From an optimization exercise on the open Yosys and OpenROAD flow, aimed at small area and a short achievable clock period; shortcuts taken in it are not production practice. Only simulation tests tie the RTL to the original design; equivalence was not proved.

## flow/config.mk

```make
export PLATFORM = sky130hd
export DESIGN_NAME = power_of_8
export DESIGN_NICKNAME = power_of_8
export VERILOG_FILES = /design/flow/design.v
export SDC_FILE = /design/flow/constraint.sdc
export NUM_CORES = 4
export LEC_CHECK = 0
export CAP_MARGIN = 20
export CORE_MARGIN = 2
export CORE_UTILIZATION = 40
export SLEW_MARGIN = 20
```

## flow/constraint.sdc

```tcl
create_clock -name core_clock -period 11.0 [get_ports {clk}]
set_input_delay 2.2000 -clock core_clock [delete_from_list [all_inputs] [get_ports {clk}]]
set_output_delay 2.2000 -clock core_clock [all_outputs]
set_load 0.01 [all_outputs]
```

## flow/design.v

```verilog
`timescale 1ns / 1ps
module power_of_8(
    input 			clk,
    input 			reset_n,
	input 			i_valid,
    input	[31:0] 	i_value,
	output 			o_valid,
    output 	[63:0] 	o_power_of_8
    );
	reg 	[2:0] 	r_valid;  
	reg 	[63:0] 	r_power_of_2;  
	reg 	[63:0] 	r_power_of_4;  
	reg 	[63:0] 	r_power_of_8;  
	wire 	[63:0] 	power_of_2;  
	wire 	[63:0] 	power_of_4;  
	wire 	[63:0] 	power_of_8;  
	always @(posedge clk or negedge reset_n) begin
	    if(!reset_n) begin
			r_valid <= 3'd0;
	    end else begin
			r_valid <= {r_valid[1:0], i_valid};
	    end
	end
	always @(posedge clk or negedge reset_n) begin
	    if(!reset_n) begin
			r_power_of_2 <= 64'd0;
			r_power_of_4 <= 64'd0;
			r_power_of_8 <= 64'd0;
	    end else begin
			r_power_of_2 <= power_of_2;
			r_power_of_4 <= power_of_4;
			r_power_of_8 <= power_of_8;
	    end
	end
	assign power_of_2 = i_value * i_value;
	assign power_of_4 = r_power_of_2 * r_power_of_2;
	assign power_of_8 = r_power_of_4 * r_power_of_4;
	assign o_valid = r_valid[2];
	assign o_power_of_8 = r_power_of_8;
endmodule
```

## flow/run.sh

```bash
#!/bin/bash
# synth_recipe.tcl (not shown) runs the flow's synth.tcl, then flattens the netlist and writes it again
# the make line also repeats each setting of config.mk as NAME=value (left out here)
make -C /OpenROAD-flow-scripts/flow DESIGN_CONFIG=/design/flow/config.mk WORK_HOME=/design/flow/orfs CLKGATE_MAP_FILE= SYNTH_SCRIPT=/design/flow/synth_recipe.tcl finish
```

==> implementation parameters <==
Parameter                              Value

Status
  Status ... complete, no violations

GRT
  Largest net degree at the start of global routing ... 106
  Routing usage on met2 ... 37.8%
  Met1 Usage GRT ... 30.0%
  Vias in the first global route ... 102,000
  Total grt overflow ... 0
  Number of antenna violations at the first check in global routing ... 12
  Overall fraction of global-route tracks in use ... 22.3%
  Wire length of the first global-routing pass ... 595,000 um
  Global routing met3 resource utilization ... 2.84%
  Layer carrying the most global-route usage ... met2

Die
  Rows ... 216
  Initial Utilization ... 40.1%
  Number of top-level pins ... 100
  Die Width ... 592 um
  Die footprint ... 351,000 um2
  Core Footprint ... 345,000 um2
  Floorplan die height ... 592 um

Timing
  Crit share post-route ... 91.7%
  Sum of negative setup slack ... 0 ps
  Unrepaired setup endpoints after global routing ... no
  Worst Max-Slew Pin Slew ... 1080 ps
  Final-report setup violation count ... 0
  Slew Limit Headroom ... 27.7%
  Worst Skew ... 32.8 ps
  Maximum clock frequency ... 0.0992 GHz
  Final slew viol count ... 0
  Final hold viol count ... 0
  Minimum clock period ... 10,080 ps

Clocking
  Sinks on Clock Net ... 190
  H-tree levels ... 4
  CTS Root Buffer Type ... sky130_fd_sc_hd__clkbuf_16
  Clock-pin slew on the worst setup and hold paths ... 60 ps
  TritonCTS clock tree ... done
  Number of buffers added for setup after CTS ... 0
  Total of cells resized after clock tree synthesis ... 0
  Clock buffers created by TritonCTS ... 25
  Clock Tree Buf Depth ... 3
  Number of buffers added to fix hold violations after cts ... 0
  Skew-Pair Late Insertion Delay ... 600 ps

Worst setup path
  CP max stage delay ... 1010 ps
  Worst path required time ... 11,500 ps
  Crit path cell chain ... clkdlybuf4s50_1, buf_4, buf_4, and2_1, fa_1, fa_1, fa_1, inv_1, fa_1, fa_1, fa_1, inv_1, fa_1, fa_1, ha_1, a21oi_1, o21ai_0, a221oi_1, o211ai_1, a22oi_1, a21o_1, o21bai_1, a31o_2, a32oi_1
  Sum of buffers and inverters on the critical path ... 5
  Crit-path max FO ... 15
  Nature of the critical path startpoint ... input port
  Crit-path most repeated cell ... sky130_fd_sc_hd__fa_1
  Number of cell instances on the worst register-to-register path ... 30
  Arrival time at the worst endpoint ... 10,580 ps
  Slowest cell on the critical path ... sky130_fd_sc_hd__clkdlybuf4s50_1
  Number of gates on the worst path with buffers counted ... 24
  Category of the worst setup path capture point ... flop
  Type of the worst setup path ... in2reg
  Top cell family by delay on the critical path ... adder cells

Placed design
  Cell Area, Placed ... 146,000 um2
  Placer congestion estimate ... 0.904
  Number of I/O port buffers ... 98
  Detail Placement HPWL ... 322,000 um

Drt
  Detailed-route via count ... 89,200
  Iteration-0 DRC Markers ... 4,927
  Final routed wirelength across all metal layers ... 371,000 um
  Per-cell routed wire length ... 19.7 um
  Antenna violation net count after detailed routing ... 0
  Detailed-router iteration count before antenna repair ... 6
  Via-to-Cell Ratio ... 4.73
  Drc violations ... 0

Finish
  Synthesis-to-finish area growth ... 5.76%
  Post-route cell area ... 146,000 um2
  Number of nets in the final layout ... 19,400
  Footprint of the flip-flops and latches ... 4800 um2
  Filler cells ... 33,900
  Layout cells sized above 1 ... 2.59%
  Multi-input combinational cell area ... 113,000 um2

Synthesis
  Count of flip-flops with a built-in enable after synthesis ... 0
  Share of the yosys chip area belonging to registers ... 3.43%
  Cell count after synthesis ... 14,300
  Share of async-settable or async-resettable flops after synthesis ... 100%
  Mean instance size in the synthesized netlist ... 9.67 um2
  Number of register bits inferred by synthesis ... 190
  Count of different cell masters after synthesis ... 76
  Post-synth top area cell ... sky130_fd_sc_hd__fa_1
  Yosys warning total ... 1
  Synthesized cell area ... 138,000 um2
  Top FF cell, synth ... sky130_fd_sc_hd__dfrtp_1
  Share of the synthesized area in the top cell type ... 58.2%
  Largest cells by area after synthesis ... sky130_fd_sc_hd__fa_1 (58%), sky130_fd_sc_hd__inv_1 (13%), sky130_fd_sc_hd__ha_1 (9.6%)

Run
  Number of violations of the max-capacitance limit ... 0

Min path
  Class of the tightest hold or removal check ... reg2reg
  Hold path cells ... 0
==> state kept, by name, indices dropped and copies added, names as in the netlist <==
signal	count
r_valid	3
r_power_of_8	63
r_power_of_2	62
r_power_of_4	62
==> logic make-up (layout without fill, tap and decap cells) <==
family	after synthesis	after routing	synth area share (%)
buffers and inverters	5458	5376	14.8
adders and majority gates	5087	5087	67.8
and+or+nand+nor	2770	2770	9.74
AOI/OAI and AO/OA	544	544	2.52
xor gates and xnor gates	265	265	1.68
DFF	190	190	3.43
muxes	6	6	0.0443
other	2	46	0.00542
==> cell type report <==
class	count	area share, %
Tap cell	4578	3.91
Timing Repair Buffer	353	2.12
Clock inverter	4	0.0325
Clock buffer	29	0.444
Multi-Input combinational cell	8714	77.4
Sequential cell	190	3.28
Inverter	4990	12.8
Antenna cell	4	0.00683
==> cells in the final DEF (no fill, tap or decap), drive strengths merged, types with 85 or more instances in the layout <==
| cell type | n |
|---|---|
| a21oi | 191 |
| and2 | 1056 |
| buf | 256 |
| clkdlybuf4s50 | 97 |
| dfrtp | 190 |
| fa | 4028 |
| ha | 1059 |
| inv | 4979 |
| nand2 | 1285 |
| nor2 | 242 |
| o21ai | 106 |
| xnor2 | 180 |
| xor2 | 85 |
==> metrics by stage <==
stage | util (%) | std cells | hold slack, ps | setup WS, ps
6_report | 42.4 | 18900 | 349 | 918
5_1_grt | 42.4 | 18900 | 362 | 483
4_1_cts | 42.4 | 18900 | 354 | 895
3_5_place_dp | 42.2 | 18800 | 337 | 418
3_3_place_gp | 42.2 | 18800 | 336 | 447
2_1_floorplan | - | 14400 | 331 | 1630
==> synth_stat cells, drive strengths merged, types with 4 or more instances <==
| cell | n |
|---|---|
| ha | 1059 |
| o31ai | 14 |
| a211o | 4 |
| nand2b | 13 |
| o31a | 4 |
| o21a | 10 |
| or4 | 4 |
| nor3 | 22 |
| nand3 | 38 |
| xnor2 | 180 |
| a31oi | 17 |
| xor2 | 85 |
| a221oi | 9 |
| clkbuf | 465 |
| nor2 | 242 |
| or3 | 7 |
| o21bai | 31 |
| and4 | 5 |
| dfrtp | 190 |
| nand4 | 21 |
| fa | 4028 |
| and2 | 1056 |
| or2 | 16 |
| nor2b | 35 |
| a211oi | 22 |
| inv | 4979 |
| a221o | 4 |
| and3 | 20 |
| clkinv | 11 |
| a41oi | 7 |
| mux2i | 5 |
| o211ai | 15 |
| a21oi | 191 |
| a21o | 78 |
| o21ai | 106 |
| nand2 | 1285 |
==> final timing paths <==
check	start	to	slack (ps)
worst min-delay path	r_valid[1]$_DFF_PN0_	r_valid[2]$_DFF_PN0_	350
worst max register to register	r_power_of_2[12]$_DFF_PN0_	r_power_of_4[56]$_DFF_PN0_	940
worst min register to register	r_valid[1]$_DFF_PN0_	r_valid[2]$_DFF_PN0_	350
max in group asynchronous	reset_n	r_power_of_2[19]$_DFF_PN0_	8020
min in group asynchronous	reset_n	r_power_of_8[4]$_DFF_PN0_	1600
worst max-delay path	i_value[12]	r_power_of_2[62]$_DFF_PN0_	920
==> worst register-to-register path, delay by kind of cell (launching register included) <==
family	cells	cell delay, ps
AO/OA/AOI/OAI	5	2020
XOR/XNOR	1	160
adder cells (fa/ha/maj)	11	4740
buffers and inverters	8	1340
flip-flops	1	450
AND/OR/NAND/NOR	5	1190
==> metal layers <==
metal	wire length [um]	part of all wire, %
met1	159000	43
met4	12200	3.3
met2	180000	49
met3	20200	5.4
met5	0	0

## separate check: timing with driven ports
How much do the figures lean on ideal ports? The routed layout below was timed once more, with nothing changed but the port constraints. Step 1 (the two cells are an assumption about what drives the block):
set clk [get_ports {clk}]
set_driving_cell -lib_cell sky130_fd_sc_hd__clkbuf_16 $clk
set_driving_cell -lib_cell sky130_fd_sc_hd__buf_2 [delete_from_list [all_inputs] $clk]
Step 2 also shifts input and output timing later by t, the mid clock arrival at the registers, as if the neighbouring blocks saw the same clock. Three values: ideal ports, drivers, drivers and shift; two values: the first two.
shift t [ns]: 0.674
setup WS [ns]: 0.918 / 0.940 / 0.317
hold WS [ns]: 0.349 / 0.349 / 0.349
clock arrival spread, ns: 0.033 / 0.033
After both steps setup and hold are still met in this run. For this run, drivers alone change the setup slack by +0.022 ns; drivers and shift together by -0.601 ns.
